What follows belongs to an exercise in optimizing a design on an open flow for small area; a production flow would make more cautious choices. Function was checked by simulation only, so behaviour that the tests miss may differ from the original. Power and IR drop assume default switching activity.

== v52 ==
==> flow/design.v (excerpt) <==
module top(input clk, res, modo, mais, menos,
           output [6:0] h, m, s, output alarmeon, som);
Size in the first run: about 340 cells after synthesis.
export LEC_CHECK = 0
export CAP_MARGIN = 20
export CORE_MARGIN = 2
export CORE_UTILIZATION = 40
export SLEW_MARGIN = 20
create_clock -name core_clock -period 5.0 [get_ports {clk}]
standard.sh (not shown) runs the stock make flow with config.mk's settings and CLKGATE_MAP_FILE= SYNTH_SCRIPT=/design/flow/synth_recipe.tcl, a recipe that flattens the netlist after the stock synthesis.
==> flow/flow/run.sh <==
#!/bin/bash
# Standard flow, with the standard synthesis's combinational logic re-mapped
# for area (registers untouched: same instances, names and cell types), ports
# buffered with the smallest buffer, and a clock tree without dummy loads.
set -uo pipefail
R=orfs/results/$FLOW_PLATFORM/top/base
LIB=$FLOW_HOME/platforms/$FLOW_PLATFORM/lib/sky130_fd_sc_hd__tt_025C_1v80.lib

# 1. standard synthesis, unchanged
bash standard.sh synth > synth.log 2>&1 || exit 1

# 2. re-map the combinational logic: several ABC runs, keep the smallest
cp $R/1_2_yosys.v $R/1_2_yosys.std.v
python3 flow/splitlib.py $LIB comb.lib seq.lib > splitlib.log 2>&1
DU=""
for c in $(grep -oE "cell \(\"?sky130_fd_sc_hd__(probe|lpflow)\w*" $LIB | sed 's/.*__/sky130_fd_sc_hd__/' | sort -u); do DU="$DU -dont_use $c"; done
mkdir -p remap
remap_one() {  # $1 = tag, $2 = input netlist, $3 = abc script text
  echo "$3" > remap/$1.script
  REMAP_IN=$2 REMAP_OUT=remap/$1.v REMAP_STAT=remap/$1.stat \
  REMAP_SCRIPT=remap/$1.script REMAP_LIB=$LIB REMAP_DONT_USE="$DU" \
    timeout 300 yosys -c flow/remap.tcl > remap/$1.log 2>&1 || rm -f remap/$1.v remap/$1.stat
}
area_of() { grep "Chip area" $1 | awk '{print $NF}'; }
best=$R/1_2_yosys.std.v; bestarea=1e9
pick_best() {  # keep the smallest netlist among remap/$1*.v
  for f in remap/$1*.stat; do
    [[ -f ${f%.stat}.v ]] || continue
    a=$(area_of $f)
    if python3 -c "import sys; sys.exit(0 if $a < $bestarea else 1)"; then best=${f%.stat}.v; bestarea=$a; fi
  done
  echo "after $1: $best $bestarea" >> remap/choice.txt
}
for round in 1 2 3; do
  src=$best
  for S in 0 1 2 3 4 5 6 7; do
    remap_one r${round}s$S $src "strash; &get -n; &deepsyn -J 20 -S $S -T 120; &put; dch -f; amap; topo" &
    if (( S % 4 == 3 )); then wait; fi
  done
  wait
  pick_best r${round}
done
if [[ "$best" != "$R/1_2_yosys.std.v" ]]; then cp $best $R/1_2_yosys.v; fi
rm -f $R/1_synth.odb $R/1_synth.sdc comb.lib seq.lib

# 3. the rest of the standard flow
bash standard.sh BUFFER_PORTS_ARGS="-buffer_cell sky130_fd_sc_hd__buf_1" \
  CTS_ARGS="-sink_clustering_enable -repair_clock_nets -dont_use_dummy_load" \
  finish > finish.log 2>&1
Other scripts of this flow, unchanged in this note and not shown: flow/flow/remap.tcl, flow/flow/splitlib.py
diff inputs: v52 => v42
Settings: a change of CORE_UTILIZATION from 40 to 60.
- Against v52, clock period minus worst slack in v42 came out worse.
- Per the comparison of v42 with v52, non-clock buffer count now sits lower, combinational group share of total power went down 0.8 points, routing usage on met3 higher.
- Between v52 and v42, maximum clock frequency is lower for v42, v52 comes in above that.
- Re worst setup slack: v42 is 0.27 ns down on v52.
- For power of the clock network, v52 and v42 come out practically identical.
Input changes introduced in v11 (baseline for comparison: v42):
Settings: CORE_UTILIZATION: 60 -> 85.
[summary]
Comparing v11 against v42, there is no change at all in synthesized area.
Taking v11 over v42, the floorplan die height ratio works out to 0.849.
Between v42 and v11, the flow reports die boundary width decreasing by more than 10%.
Diff v42..v11 | synthesized cell count | unchanged
Summary of the comparison: starting density of the core is higher in v11, relative to v42.
The flow did not stop early for v42: all stages ran, and the layout cleared the timing, design-rule and antenna checks.
Run status, v11: aborted in global placement without I/O (3_1_place_gp_skip_io), error GPL-0301
v11 against v42: mean post-synth cell area level; standard-cell row count moved down.
[inputs] v44 vs v11
Settings: an added GPL_TIMING_DRIVEN of 0; a change of CORE_UTILIZATION from 85 to 60; an added PLACE_DENSITY of 0.8.
--- outcome ---
v44 finished every step from synthesis to the final layout, and the layout passed the timing, design-rule and antenna checks. Initial core utilization in v44 vs v11: down 27 points. Delta (v44 minus v11): mean post-synth cell area held; height of the die higher. Synthesized netlist cell count: v44 vs v11 identical.

Another version of the RTL of top (not shown whole).
For scale: ~340 cells after synthesis, about 0.0028 mm² of cells after synthesis.
clock: 5.0 ns
lec_check: 0
cap_margin: 0
core_margin: 2
core_utilization: 40
gpl_timing_driven: 0
slew_margin: 0
==> flow/flow/remap.tcl <==
# Re-map the combinational logic of the standard synthesis netlist for area.
# Flip-flops stay as they are (same instances, names and cell types): the
# sequential cells are read as black boxes, the combinational cells by function.
yosys read_liberty -lib seq.lib
yosys read_liberty -ignore_miss_func comb.lib
yosys read_verilog $::env(REMAP_IN)
yosys hierarchy -top $::env(FLOW_TOP)
yosys flatten
yosys opt -purge
yosys abc -script $::env(REMAP_SCRIPT) -liberty $::env(REMAP_LIB) {*}$::env(REMAP_DONT_USE)
yosys read_liberty -lib -overwrite $::env(REMAP_LIB)
yosys setundef -zero
yosys opt_clean -purge
yosys hilomap -singleton -hicell sky130_fd_sc_hd__conb_1 HI -locell sky130_fd_sc_hd__conb_1 LO
yosys splitnets
yosys opt_clean -purge
yosys check -assert
yosys write_verilog -noattr -nohex -nodec $::env(REMAP_OUT)
yosys tee -o $::env(REMAP_STAT) stat -liberty $::env(REMAP_LIB)
==> flow/flow/splitlib.py <==
#!/usr/bin/env python3
# Split a liberty file into combinational-only and sequential-only libraries.
# usage: splitlib.py in.lib comb.lib seq.lib
import sys, re
src = open(sys.argv[1]).read()
# locate top-level cell groups by brace matching
cells = []
for m in re.finditer(r'\n(\s*)cell\s*\(\s*"?([\w]+)"?\s*\)\s*\{', src):
    start = m.start() + 1
    i = m.end(); depth = 1
    while depth:
        c = src[i]
        if c == '{': depth += 1
        elif c == '}': depth -= 1
        i += 1
    cells.append((start, i, m.group(2)))
head = src[:cells[0][0]]
tail = src[cells[-1][1]:]
comb, seq = [], []
for s, e, n in cells:
    body = src[s:e]
    if re.search(r'\b(ff|latch|statetable)\s*\(', body):
        seq.append(body)
    else:
        comb.append(body)
open(sys.argv[2], 'w').write(head + '\n'.join(comb) + tail)
open(sys.argv[3], 'w').write(head + '\n'.join(seq) + tail)
print(len(comb), 'comb', len(seq), 'seq', file=sys.stderr)
Scripts as last shown in full above: flow/flow/run.sh
Edit:
--- a/flow/flow/run.sh
+++ b/flow/flow/run.sh
@@ -17,5 +17,5 @@
 mkdir -p remap
-remap_one() {  # $1 = tag, $2 = input netlist, $3 = abc script text
-  echo "$3" > remap/$1.script
-  REMAP_IN=$2 REMAP_OUT=remap/$1.v REMAP_STAT=remap/$1.stat \
+remap_one() {  # $1 = tag, $2 = abc script text
+  echo "$2" > remap/$1.script
+  REMAP_IN=$R/1_2_yosys.std.v REMAP_OUT=remap/$1.v REMAP_STAT=remap/$1.stat \
   REMAP_SCRIPT=remap/$1.script REMAP_LIB=$LIB REMAP_DONT_USE="$DU" \
@@ -23,22 +23,16 @@
 }
-area_of() { grep "Chip area" $1 | awk '{print $NF}'; }
-best=$R/1_2_yosys.std.v; bestarea=1e9
-pick_best() {  # keep the smallest netlist among remap/$1*.v
-  for f in remap/$1*.stat; do
-    [[ -f ${f%.stat}.v ]] || continue
-    a=$(area_of $f)
-    if python3 -c "import sys; sys.exit(0 if $a < $bestarea else 1)"; then best=${f%.stat}.v; bestarea=$a; fi
-  done
-  echo "after $1: $best $bestarea" >> remap/choice.txt
-}
-for round in 1 2 3; do
-  src=$best
-  for S in 0 1 2 3 4 5 6 7; do
-    remap_one r${round}s$S $src "strash; &get -n; &deepsyn -J 20 -S $S -T 120; &put; dch -f; amap; topo" &
-    if (( S % 4 == 3 )); then wait; fi
-  done
-  wait
-  pick_best r${round}
+for S in 0 1 2 3 4 5 6 7; do
+  remap_one s$S "strash; &get -n; &deepsyn -J 20 -S $S -T 120; &put; dch -f; amap; topo" &
+  if (( S % 4 == 3 )); then wait; fi
 done
-if [[ "$best" != "$R/1_2_yosys.std.v" ]]; then cp $best $R/1_2_yosys.v; fi
+remap_one plain "strash; dch; amap; topo"
+wait
+best=""; bestarea=""
+for f in remap/*.stat; do
+  [[ -f ${f%.stat}.v ]] || continue
+  a=$(grep "Chip area" $f | awk '{print $NF}')
+  if [[ -z "$best" ]] || python3 -c "import sys; sys.exit(0 if $a < $bestarea else 1)"; then best=${f%.stat}.v; bestarea=$a; fi
+done
+echo "best remap: $best $bestarea" > remap/choice.txt
+if [[ -n "$best" ]]; then cp $best $R/1_2_yosys.v; fi
 rm -f $R/1_synth.odb $R/1_synth.sdc comb.lib seq.lib
--- a/flow/config.mk
+++ b/flow/config.mk
@@ -7,6 +7,5 @@
 export LEC_CHECK = 0
-export CAP_MARGIN = 0
+export CAP_MARGIN = 20
 export CORE_MARGIN = 2
 export CORE_UTILIZATION = 40
-export GPL_TIMING_DRIVEN = 0
-export SLEW_MARGIN = 0
+export SLEW_MARGIN = 20
Clock skew drops by 23 ps.
Cell count climbs by a few percent.
Via count went up by a few percent.
Non-clock buffer count rises by 2.
Synthesized area increases slightly.
Sequential power went down by a few percent.
Clock power stays flat.
Core utilization grows by 0.69 points.
Edit:
==> flow/flow/run.sh (replaced) <==
#!/bin/bash
# Standard flow, with the standard synthesis's combinational logic re-mapped
# for area (registers untouched: same instances, names and cell types), ports
# buffered with the smallest buffer, and a clock tree without dummy loads.
set -uo pipefail
R=orfs/results/$FLOW_PLATFORM/top/base
LIB=$FLOW_HOME/platforms/$FLOW_PLATFORM/lib/sky130_fd_sc_hd__tt_025C_1v80.lib

# 1. standard synthesis, unchanged
bash standard.sh synth > synth.log 2>&1 || exit 1

# 2. re-map the combinational logic: several ABC runs, keep the smallest
cp $R/1_2_yosys.v $R/1_2_yosys.std.v
python3 flow/splitlib.py $LIB comb.lib seq.lib > splitlib.log 2>&1
DU=""
for c in $(grep -oE "cell \(\"?sky130_fd_sc_hd__(probe|lpflow)\w*" $LIB | sed 's/.*__/sky130_fd_sc_hd__/' | sort -u); do DU="$DU -dont_use $c"; done
mkdir -p remap
remap_one() {  # $1 = tag, $2 = input netlist, $3 = abc script text
  echo "$3" > remap/$1.script
  REMAP_IN=$2 REMAP_OUT=remap/$1.v REMAP_STAT=remap/$1.stat \
  REMAP_SCRIPT=remap/$1.script REMAP_LIB=$LIB REMAP_DONT_USE="$DU" \
    timeout 300 yosys -c flow/remap.tcl > remap/$1.log 2>&1 || rm -f remap/$1.v remap/$1.stat
}
area_of() { grep "Chip area" $1 | awk '{print $NF}'; }
best=$R/1_2_yosys.std.v; bestarea=1e9
pick_best() {  # keep the smallest netlist among remap/$1*.v
  for f in remap/$1*.stat; do
    [[ -f ${f%.stat}.v ]] || continue
    a=$(area_of $f)
    if python3 -c "import sys; sys.exit(0 if $a < $bestarea else 1)"; then best=${f%.stat}.v; bestarea=$a; fi
  done
  echo "after $1: $best $bestarea" >> remap/choice.txt
}
for round in 1 2 3; do
  src=$best
  for S in 0 1 2 3 4 5 6 7; do
    remap_one r${round}s$S $src "strash; &get -n; &deepsyn -J 20 -S $S -T 120; &put; dch -f; amap; topo" &
    if (( S % 4 == 3 )); then wait; fi
  done
  wait
  pick_best r${round}
done
if [[ "$best" != "$R/1_2_yosys.std.v" ]]; then cp $best $R/1_2_yosys.v; fi
rm -f $R/1_synth.odb $R/1_synth.sdc comb.lib seq.lib

# 3. the rest of the standard flow
bash standard.sh BUFFER_PORTS_ARGS="-buffer_cell sky130_fd_sc_hd__buf_1" \
  CTS_ARGS="-sink_clustering_enable -repair_clock_nets -dont_use_dummy_load -sink_clustering_levels 1 -sink_clustering_size 20" \
  finish > finish.log 2>&1
Register-to-register slack gets better by 100 ps.
Maximum frequency rose by 2.0%.
Non-clock buffer count does not change.
Worst setup slack improves by 76 ps.
Sequential share of layout area rose by 0.87 points.
Global-route usage goes up by 0.86 points.
Edit:
==> flow/flow/run.sh (replaced) <==
#!/bin/bash
# Standard flow, with the standard synthesis's combinational logic re-mapped
# for area (registers untouched: same instances, names and cell types), ports
# buffered with the smallest buffer, and a clock tree without dummy loads.
set -uo pipefail
R=orfs/results/$FLOW_PLATFORM/top/base
LIB=$FLOW_HOME/platforms/$FLOW_PLATFORM/lib/sky130_fd_sc_hd__tt_025C_1v80.lib

# 1. standard synthesis, unchanged
bash standard.sh synth > synth.log 2>&1 || exit 1

# 2. re-map the combinational logic: several ABC runs, keep the smallest
cp $R/1_2_yosys.v $R/1_2_yosys.std.v
python3 flow/splitlib.py $LIB comb.lib seq.lib > splitlib.log 2>&1
DU=""
for c in $(grep -oE "cell \(\"?sky130_fd_sc_hd__(probe|lpflow)\w*" $LIB | sed 's/.*__/sky130_fd_sc_hd__/' | sort -u); do DU="$DU -dont_use $c"; done
mkdir -p remap
remap_one() {  # $1 = tag, $2 = abc script text
  echo "$2" > remap/$1.script
  REMAP_IN=$R/1_2_yosys.std.v REMAP_OUT=remap/$1.v REMAP_STAT=remap/$1.stat \
  REMAP_SCRIPT=remap/$1.script REMAP_LIB=$LIB REMAP_DONT_USE="$DU" \
    timeout 300 yosys -c flow/remap.tcl > remap/$1.log 2>&1 || rm -f remap/$1.v remap/$1.stat
}
for S in 0 1 2 3 4 5 6 7; do
  remap_one s$S "strash; &get -n; &deepsyn -J 20 -S $S -T 120; &put; dch -f; amap; topo" &
  if (( S % 4 == 3 )); then wait; fi
done
remap_one plain "strash; dch; amap; topo"
wait
best=""; bestarea=""
for f in remap/*.stat; do
  [[ -f ${f%.stat}.v ]] || continue
  a=$(grep "Chip area" $f | awk '{print $NF}')
  if [[ -z "$best" ]] || python3 -c "import sys; sys.exit(0 if $a < $bestarea else 1)"; then best=${f%.stat}.v; bestarea=$a; fi
done
echo "best remap: $best $bestarea" > remap/choice.txt
if [[ -n "$best" ]]; then cp $best $R/1_2_yosys.v; fi
rm -f $R/1_synth.odb $R/1_synth.sdc comb.lib seq.lib

# 3. the rest of the standard flow
bash standard.sh BUFFER_PORTS_ARGS="-buffer_cell sky130_fd_sc_hd__buf_1" \
  CTS_ARGS="-sink_clustering_enable -repair_clock_nets -dont_use_dummy_load -buf_list sky130_fd_sc_hd__clkbuf_16 -sink_clustering_size 30 -sink_clustering_max_diameter 300" \
  finish > finish.log 2>&1
Result: Synthesized area climbs by 1.5%. Routed wire length shrinks by 2.5%. Worst setup slack loses 120 ps. Critical path depth went down by 1. Total power came out lower by 3.9%.

## job 101
Starting RTL as in the previous note.
==> flow/config.mk <==
export PLATFORM = sky130hd
export DESIGN_NAME = top
export DESIGN_NICKNAME = top
export VERILOG_FILES = /design/flow/design.v
export SDC_FILE = /design/flow/constraint.sdc
export NUM_CORES = 4
export LEC_CHECK = 0
export CAP_MARGIN = 20
export CORE_MARGIN = 2
export CORE_UTILIZATION = 40
export SLEW_MARGIN = 20
==> flow/constraint.sdc <==
create_clock -name core_clock -period 5.0 [get_ports {clk}]
set_input_delay 1.0000 -clock core_clock [delete_from_list [all_inputs] [get_ports {clk}]]
set_output_delay 1.0000 -clock core_clock [all_outputs]
set_load 0.01 [all_outputs]
==> flow/flow/run.sh <==
#!/bin/bash
# Standard flow, with the standard synthesis's combinational logic re-mapped
# for area (registers untouched: same instances, names and cell types), ports
# buffered with the smallest buffer, and a clock tree without dummy loads.
set -uo pipefail
R=orfs/results/$FLOW_PLATFORM/top/base
LIB=$FLOW_HOME/platforms/$FLOW_PLATFORM/lib/sky130_fd_sc_hd__tt_025C_1v80.lib

# 1. standard synthesis, unchanged
bash standard.sh synth > synth.log 2>&1 || exit 1

# 2. re-map the combinational logic: several ABC runs, keep the smallest
cp $R/1_2_yosys.v $R/1_2_yosys.std.v
python3 flow/splitlib.py $LIB comb.lib seq.lib > splitlib.log 2>&1
DU=""
for c in $(grep -oE "cell \(\"?sky130_fd_sc_hd__(probe|lpflow)\w*" $LIB | sed 's/.*__/sky130_fd_sc_hd__/' | sort -u); do DU="$DU -dont_use $c"; done
mkdir -p remap
remap_one() {  # $1 = tag, $2 = abc script text
  echo "$2" > remap/$1.script
  REMAP_IN=$R/1_2_yosys.std.v REMAP_OUT=remap/$1.v REMAP_STAT=remap/$1.stat \
  REMAP_SCRIPT=remap/$1.script REMAP_LIB=$LIB REMAP_DONT_USE="$DU" \
    timeout 300 yosys -c flow/remap.tcl > remap/$1.log 2>&1 || rm -f remap/$1.v remap/$1.stat
}
for S in 0 1 2 3 4 5 6 7; do
  remap_one s$S "strash; &get -n; &deepsyn -J 20 -S $S -T 120; &put; dch -f; amap; topo" &
  if (( S % 4 == 3 )); then wait; fi
done
remap_one plain "strash; dch; amap; topo"
wait
best=""; bestarea=""
for f in remap/*.stat; do
  [[ -f ${f%.stat}.v ]] || continue
  a=$(grep "Chip area" $f | awk '{print $NF}')
  if [[ -z "$best" ]] || python3 -c "import sys; sys.exit(0 if $a < $bestarea else 1)"; then best=${f%.stat}.v; bestarea=$a; fi
done
echo "best remap: $best $bestarea" > remap/choice.txt
if [[ -n "$best" ]]; then cp $best $R/1_2_yosys.v; fi
rm -f $R/1_synth.odb $R/1_synth.sdc comb.lib seq.lib

# 3. the rest of the standard flow
bash standard.sh BUFFER_PORTS_ARGS="-buffer_cell sky130_fd_sc_hd__buf_1" \
  CTS_ARGS="-sink_clustering_enable -repair_clock_nets -dont_use_dummy_load -sink_clustering_size 30 -sink_clustering_max_diameter 300" \
  finish > finish.log 2>&1
Scripts as last shown in full above: flow/flow/remap.tcl, flow/flow/splitlib.py
> inputs changed (job 101 -> job 102)
-- flow/flow/run.sh --
<<< job 101, line 18
remap_one() {  # $1 = tag, $2 = abc script text
  echo "$2" > remap/$1.script
  REMAP_IN=$R/1_2_yosys.std.v REMAP_OUT=remap/$1.v REMAP_STAT=remap/$1.stat \
>>> job 102, line 18
remap_one() {  # $1 = tag, $2 = input netlist, $3 = abc script text
  echo "$3" > remap/$1.script
  REMAP_IN=$2 REMAP_OUT=remap/$1.v REMAP_STAT=remap/$1.stat \
<<< job 101, line 24
for S in 0 1 2 3 4 5 6 7; do
  remap_one s$S "strash; &get -n; &deepsyn -J 20 -S $S -T 120; &put; dch -f; amap; topo" &
  if (( S % 4 == 3 )); then wait; fi
>>> job 102, line 24
area_of() { grep "Chip area" $1 | awk '{print $NF}'; }
best=$R/1_2_yosys.std.v; bestarea=1e9
pick_best() {  # keep the smallest netlist among remap/$1*.v
  for f in remap/$1*.stat; do
    [[ -f ${f%.stat}.v ]] || continue
    a=$(area_of $f)
    if python3 -c "import sys; sys.exit(0 if $a < $bestarea else 1)"; then best=${f%.stat}.v; bestarea=$a; fi
  done
  echo "after $1: $best $bestarea" >> remap/choice.txt
}
for round in 1 2 3; do
  src=$best
  for S in 0 1 2 3 4 5 6 7; do
    remap_one r${round}s$S $src "strash; &get -n; &deepsyn -J 20 -S $S -T 120; &put; dch -f; amap; topo" &
    if (( S % 4 == 3 )); then wait; fi
  done
  wait
  pick_best r${round}
<<< job 101, line 28
remap_one plain "strash; dch; amap; topo"
wait
best=""; bestarea=""
for f in remap/*.stat; do
  [[ -f ${f%.stat}.v ]] || continue
  a=$(grep "Chip area" $f | awk '{print $NF}')
  if [[ -z "$best" ]] || python3 -c "import sys; sys.exit(0 if $a < $bestarea else 1)"; then best=${f%.stat}.v; bestarea=$a; fi
done
echo "best remap: $best $bestarea" > remap/choice.txt
if [[ -n "$best" ]]; then cp $best $R/1_2_yosys.v; fi
>>> job 102, line 43
if [[ "$best" != "$R/1_2_yosys.std.v" ]]; then cp $best $R/1_2_yosys.v; fi
<<< job 101, line 42
  CTS_ARGS="-sink_clustering_enable -repair_clock_nets -dont_use_dummy_load -sink_clustering_size 30 -sink_clustering_max_diameter 300" \
>>> job 102, line 48
  CTS_ARGS="-sink_clustering_enable -repair_clock_nets -dont_use_dummy_load" \
Findings:
Relative to job 101, delay contributed by the slowest stage of the critical path has decreased by 150 ps in job 102. Arrival time reported for the critical path endpoint came out lower on job 102 than on job 101. Going from job 101 to job 102, utilization went down by 0.65 points, summed area of non-filler cells in the final layout went down by about 2%, worst hold slack went down by 14 ps.

[what the ideal ports hide]
How much do the figures lean on ideal ports? The routed layouts below were timed once more, with nothing changed but the port constraints. Step 1 (the two cells are an assumption about what drives the block):
set clk [get_ports {clk}]
set_driving_cell -lib_cell sky130_fd_sc_hd__clkbuf_16 $clk
set_driving_cell -lib_cell sky130_fd_sc_hd__buf_2 [delete_from_list [all_inputs] $clk]
Step 2 adds t to the input delays and takes it off the output delays; t is the mean of the earliest and latest rising clock arrival at the registers after step 1. Input paths then give back, and output paths get back, about the clock's delay inside the block. Three values: no drivers, after step 1, after step 2; two values: the first two.
run	t, ns	setup slack, ns	worst setup path after step 2
v52	0.329	1.218 / 1.189 / 1.185	input to register
v42	0.325	0.946 / 0.919 / 0.744	input to register
v44	0.325	0.961 / 0.934 / 0.655	input to register
the first run of note 2	0.335	0.934 / 0.904 / 0.621	input to register
the second run of note 2	0.328	1.193 / 1.166 / 0.879	input to register
the third run of note 2	0.338	1.269 / 1.238 / 1.315	input to register
the fourth run of note 2	0.317	1.151 / 1.121 / 0.882	input to register
job 101	0.328	1.193 / 1.166 / 0.879	input to register
job 102	0.338	1.269 / 1.238 / 1.315	input to register
After both steps setup and hold are still met in every run listed.
